From an optimization exercise on the open Yosys and OpenROAD flow, aimed at small area; shortcuts taken in it are not production practice. Only simulation tests tie the RTL to the original design; equivalence was not proved. Power is estimated from default activity; no workload was simulated.

== the previous run ==
Design solver, start of the top module:
module solver (
    input clk,
    input reset,
    input insert,
    input advance,
    input [3:0] value,
    output [40:0] solution
);
export LEC_CHECK = 0
export CAP_MARGIN = 20
export CORE_MARGIN = 2
export CORE_UTILIZATION = 70
export SLEW_MARGIN = 20
create_clock -name core_clock -period 9.0 [get_ports {clk}]
standard.sh (not shown) runs the stock make flow with config.mk's settings and CLKGATE_MAP_FILE= SYNTH_SCRIPT=/design/flow/synth_recipe.tcl, a recipe that flattens the netlist after the stock synthesis.
==> flow/flow/run.sh <==
#!/bin/bash
# Own layout flow:
#  1. the standard synthesis (bash standard.sh synth), unchanged;
#  2. the logic between the flip-flops re-mapped by ABC for area (flow/remap.tcl):
#     the flip-flops stay the same instances, names and cell types;
#  3. the standard ORFS layout from that netlist, with buf_2 as the port buffer
#     cell and clock tree synthesis
#     run without dummy loads and with a chosen buffer and sink clustering.
# Each tool's output goes to a log file of its own in this folder.
set -euo pipefail
here=$(pwd)
R=$here/orfs/results/$FLOW_PLATFORM/solver/base
YOSYS=${YOSYS_EXE:-$FLOW_HOME/../tools/install/yosys/bin/yosys}

bash standard.sh synth > log_1_standard_synth.txt 2>&1
cp "$R/1_2_yosys.v" "$R/1_2_yosys_std.v"

export REMAP_LIB=$FLOW_HOME/platforms/$FLOW_PLATFORM/lib/sky130_fd_sc_hd__tt_025C_1v80.lib
export REMAP_IN=$R/1_2_yosys_std.v
export REMAP_OUT=$R/1_2_yosys.v
export REMAP_TOP=$FLOW_TOP
export REMAP_D=$(python3 -c "print(int(float('$FLOW_PERIOD_NS')*1000))")
export REMAP_ABC_SCRIPT=
export REMAP_DONT_USE="$(sed -n '/DONT_USE_CELLS/,/^$/p' "$FLOW_HOME/platforms/$FLOW_PLATFORM/config.mk" | grep -o 'sky130_fd_sc_hd__[a-z0-9_]*' | tr '\n' ' ')"
"$YOSYS" -c "$here/flow/remap.tcl" > log_2_remap.txt 2>&1
rm -f "$R/1_synth.odb" "$R/1_synth.sdc"

export BUFFER_PORTS_ARGS="-buffer_cell sky130_fd_sc_hd__buf_2"
export CTS_ARGS="-sink_clustering_enable -repair_clock_nets -dont_use_dummy_load -sink_clustering_size 9 -sink_clustering_max_diameter 35 -buf_list sky130_fd_sc_hd__clkbuf_4"
bash standard.sh > log_3_layout.txt 2>&1
Other scripts of this flow, unchanged in this note and not shown: flow/flow/remap.tcl
Setup changes, the previous run to the current run
--- a/flow/design.v
+++ b/flow/design.v
@@ -1,43 +1,44 @@
 module solver (
     input clk,
     input reset,
     input insert,
     input advance,
     input [3:0] value,
     output [40:0] solution
 );
 reg [40:0] slot [0:6];
+reg [6:0]  sv;
 reg [40:0] j7, j8;
 reg [2:0]  q;
 reg [40:0] total;
 assign solution = total;
-wire       ins   = insert & ~(value[3] & |value[2:0]);
+wire       ins = insert & ~(value[3] & |value[2:0]);
 wire       to_j7 = (value == 4'd7);
 wire       to_j8 = (value == 4'd8);
-wire       clr   = reset & ~advance;
-reg [6:0] hit;
+reg [6:0] hit, sel;
 reg [2:0] e;
 integer k;
 always @* begin
     for (k = 0; k < 7; k = k + 1) begin
         e = (k + 7 - q) % 7;
         hit[k] = advance ? (q == k) : (ins & (value == {1'b0, e}));
+        sel[k] = sv[k] & hit[k];
     end
 end
 wire selj7 = ~advance & to_j7;
 wire selj8 = ~advance & to_j8;
 reg [40:0] rd;
 integer m;
 always @* begin
     rd = {41{selj7}} & j7 | {41{selj8}} & j8;
     for (m = 0; m < 7; m = m + 1)
-        rd = rd | ({41{hit[m]}} & slot[m]);
+        rd = rd | ({41{sel[m]}} & slot[m]);
 end
 wire [40:0] sa_a = rd;
 wire [40:0] sa_b = {41{advance}} & j7;
 wire        sa_ci = ~advance;
 wire [40:0] sa_p = sa_a ^ sa_b;
 wire [40:0] sa_g0 = sa_a & sa_b;
 wire sa_gc0 = sa_g0[0] | sa_p[0] & sa_ci;
 wire sa_G0 = sa_g0[1] | sa_p[1] & sa_gc0;
 wire sa_G1 = sa_g0[3] | sa_p[3] & sa_g0[2];
@@ -238,18 +239,19 @@
 wire sa_P98 = sa_P57 & sa_P92;
 wire sa_G99 = sa_G58 | sa_P58 & sa_G92;
 wire sa_P99 = sa_P58 & sa_P92;
 wire sa_G100 = sa_G59 | sa_P59 & sa_G92;
 wire sa_P100 = sa_P59 & sa_P92;
 wire sa_G101 = sa_G76 | sa_P76 & sa_G92;
 wire sa_P101 = sa_P76 & sa_P92;
 wire [40:0] sa_c = {sa_G100, sa_G99, sa_G98, sa_G97, sa_G96, sa_G95, sa_G94, sa_G93, sa_G92, sa_G91, sa_G90, sa_G89, sa_G88, sa_G87, sa_G86, sa_G85, sa_G84, sa_G83, sa_G82, sa_G81, sa_G80, sa_G79, sa_G78, sa_G77, sa_G67, sa_G66, sa_G65, sa_G64, sa_G63, sa_G62, sa_G61, sa_G60, sa_G43, sa_G42, sa_G41, sa_G40, sa_G21, sa_G20, sa_G0, sa_gc0, sa_ci};
 wire [40:0] sa_s = sa_p ^ sa_c;
+wire        clr = reset & ~advance;
 wire [40:0] st_a = {41{~clr}} & total;
 wire [40:0] st_b = {41{advance | clr & ins}} & rd;
 wire        st_ci = ins & ~advance;
 wire [40:0] st_p = st_a ^ st_b;
 wire [40:0] st_g0 = st_a & st_b;
 wire st_gc0 = st_g0[0] | st_p[0] & st_ci;
 wire st_G0 = st_g0[1] | st_p[1] & st_gc0;
 wire st_G1 = st_g0[3] | st_p[3] & st_g0[2];
 wire st_P1 = st_p[3] & st_p[2];
@@ -391,37 +393,38 @@
 wire st_P69 = st_p[34] & st_P51;
 wire st_G70 = st_g0[36] | st_p[36] & st_G43;
 wire st_P70 = st_p[36] & st_P43;
 wire st_G71 = st_g0[38] | st_p[38] & st_G52;
 wire st_P71 = st_p[38] & st_P52;
 wire st_G72 = st_g0[40] | st_p[40] & st_G39;
 wire st_P72 = st_p[40] & st_P39;
 wire [40:0] st_c = {st_G39, st_G71, st_G52, st_G70, st_G43, st_G69, st_G51, st_G68, st_G37, st_G67, st_G50, st_G66, st_G42, st_G65, st_G49, st_G64, st_G38, st_G63, st_G48, st_G62, st_G41, st_G61, st_G47, st_G60, st_G35, st_G59, st_G46, st_G58, st_G40, st_G57, st_G45, st_G56, st_G30, st_G55, st_G44, st_G54, st_G20, st_G53, st_G0, st_gc0, st_ci};
 wire [40:0] st_s = st_p ^ st_c;
-reg [6:0] keep;
-reg [40:0] slot_d [0:6];
-integer u;
-always @* begin
-    for (u = 0; u < 7; u = u + 1) begin
-        keep[u] = ~hit[u] & ~clr;
-        slot_d[u] = {41{hit[u]}} & sa_s | {41{keep[u]}} & slot[u];
-    end
-end
 wire ld7 = ~advance & ins & to_j7;
 wire ld8 = ~advance & ins & to_j8;
-wire keep7 = ~advance & ~ld7 & ~reset;
-wire keep8 = ~advance & ~ld8 & ~reset;
-wire [40:0] j7_d = {41{advance}} & j8 | {41{ld7}} & sa_s | {41{keep7}} & j7;
-wire [40:0] j8_d = {41{advance}} & rd | {41{ld8}} & sa_s | {41{keep8}} & j8;
+wire hold7 = ~advance & ~ld7 & ~reset;
+wire hold8 = ~advance & ~ld8 & ~reset;
+wire [40:0] j7_d = {41{advance}} & j8 | {41{ld7}} & sa_s | {41{hold7}} & j7;
+wire [40:0] j8_d = {41{advance}} & rd | {41{ld8}} & sa_s | {41{hold8}} & j8;
 integer w;
 always @(posedge clk) begin
-    for (w = 0; w < 7; w = w + 1)
-        slot[w] <= slot_d[w];
     j7 <= j7_d;
     j8 <= j8_d;
-    total <= st_s;
-    if (advance)
+    for (w = 0; w < 7; w = w + 1)
+        if (hit[w])
+            slot[w] <= sa_s;
+    if (advance) begin
+        sv <= sv | hit;
         q <= (q == 3'd6) ? 3'd0 : q + 3'd1;
-    else if (reset & ~ins)
-        q <= 3'd0;
+        total <= st_s;
+    end else begin
+        if (reset) begin
+            sv <= hit;
+        end else begin
+            sv <= sv | hit;
+        end
+        if (reset & ~ins)
+            q <= 3'd0;
+        total <= st_s;
+    end
 end
 endmodule
Results
- Height of the die was lower in the previous run than in the current run.
- The previous run has a higher final core utilization than the current run.
- As of the current run, average size of a mapped cell had risen by more than a quarter compared to the previous run.
- Register clock-pin slew on the reported worst setup and hold paths: the previous run vs the current run, no meaningful difference
- The current run closes out successfully: all stages finished, all timing, DRC and antenna checks passed.
- Between the previous run and the current run, the part of the power in registers figures differ only marginally.
- Taking the previous run as the reference, in the current run clock-buffer cell count rose 2; worst setup slack before clock tree synthesis rose 0.25 ns.

==> static timing again, ports no longer ideal <==
In the flow no input, the clock included, has a driving cell. The finished layouts below were timed again as built, in two steps. Step 1 sets driving cells, clkbuf_16 on the clock port and buf_2 on the other inputs (assumed; they add their load-dependent delay and slew). Step 2 times the ports against the registers' clock, not the clock port: input delays grow and output delays shrink by t, the midpoint of the rising clock arrivals with the driver on. a / b / c = ideal / step 1 / step 2; a / b = the first two.
run	t (ns)	setup WS [ns]	worst setup path after step 2	clock arrival spread, ns
the previous run	0.720	0.587 / 0.609 / -0.111	input to register	0.112 / 0.112
the current run	0.761	0.951 / 0.976 / 0.215	input to register	0.132 / 0.132
With both steps, setup timing fails in the previous run, where it was met with ideal ports. For the current run, which loses most, drivers alone change the setup slack by +0.025 ns; drivers and shift together by -0.736 ns.
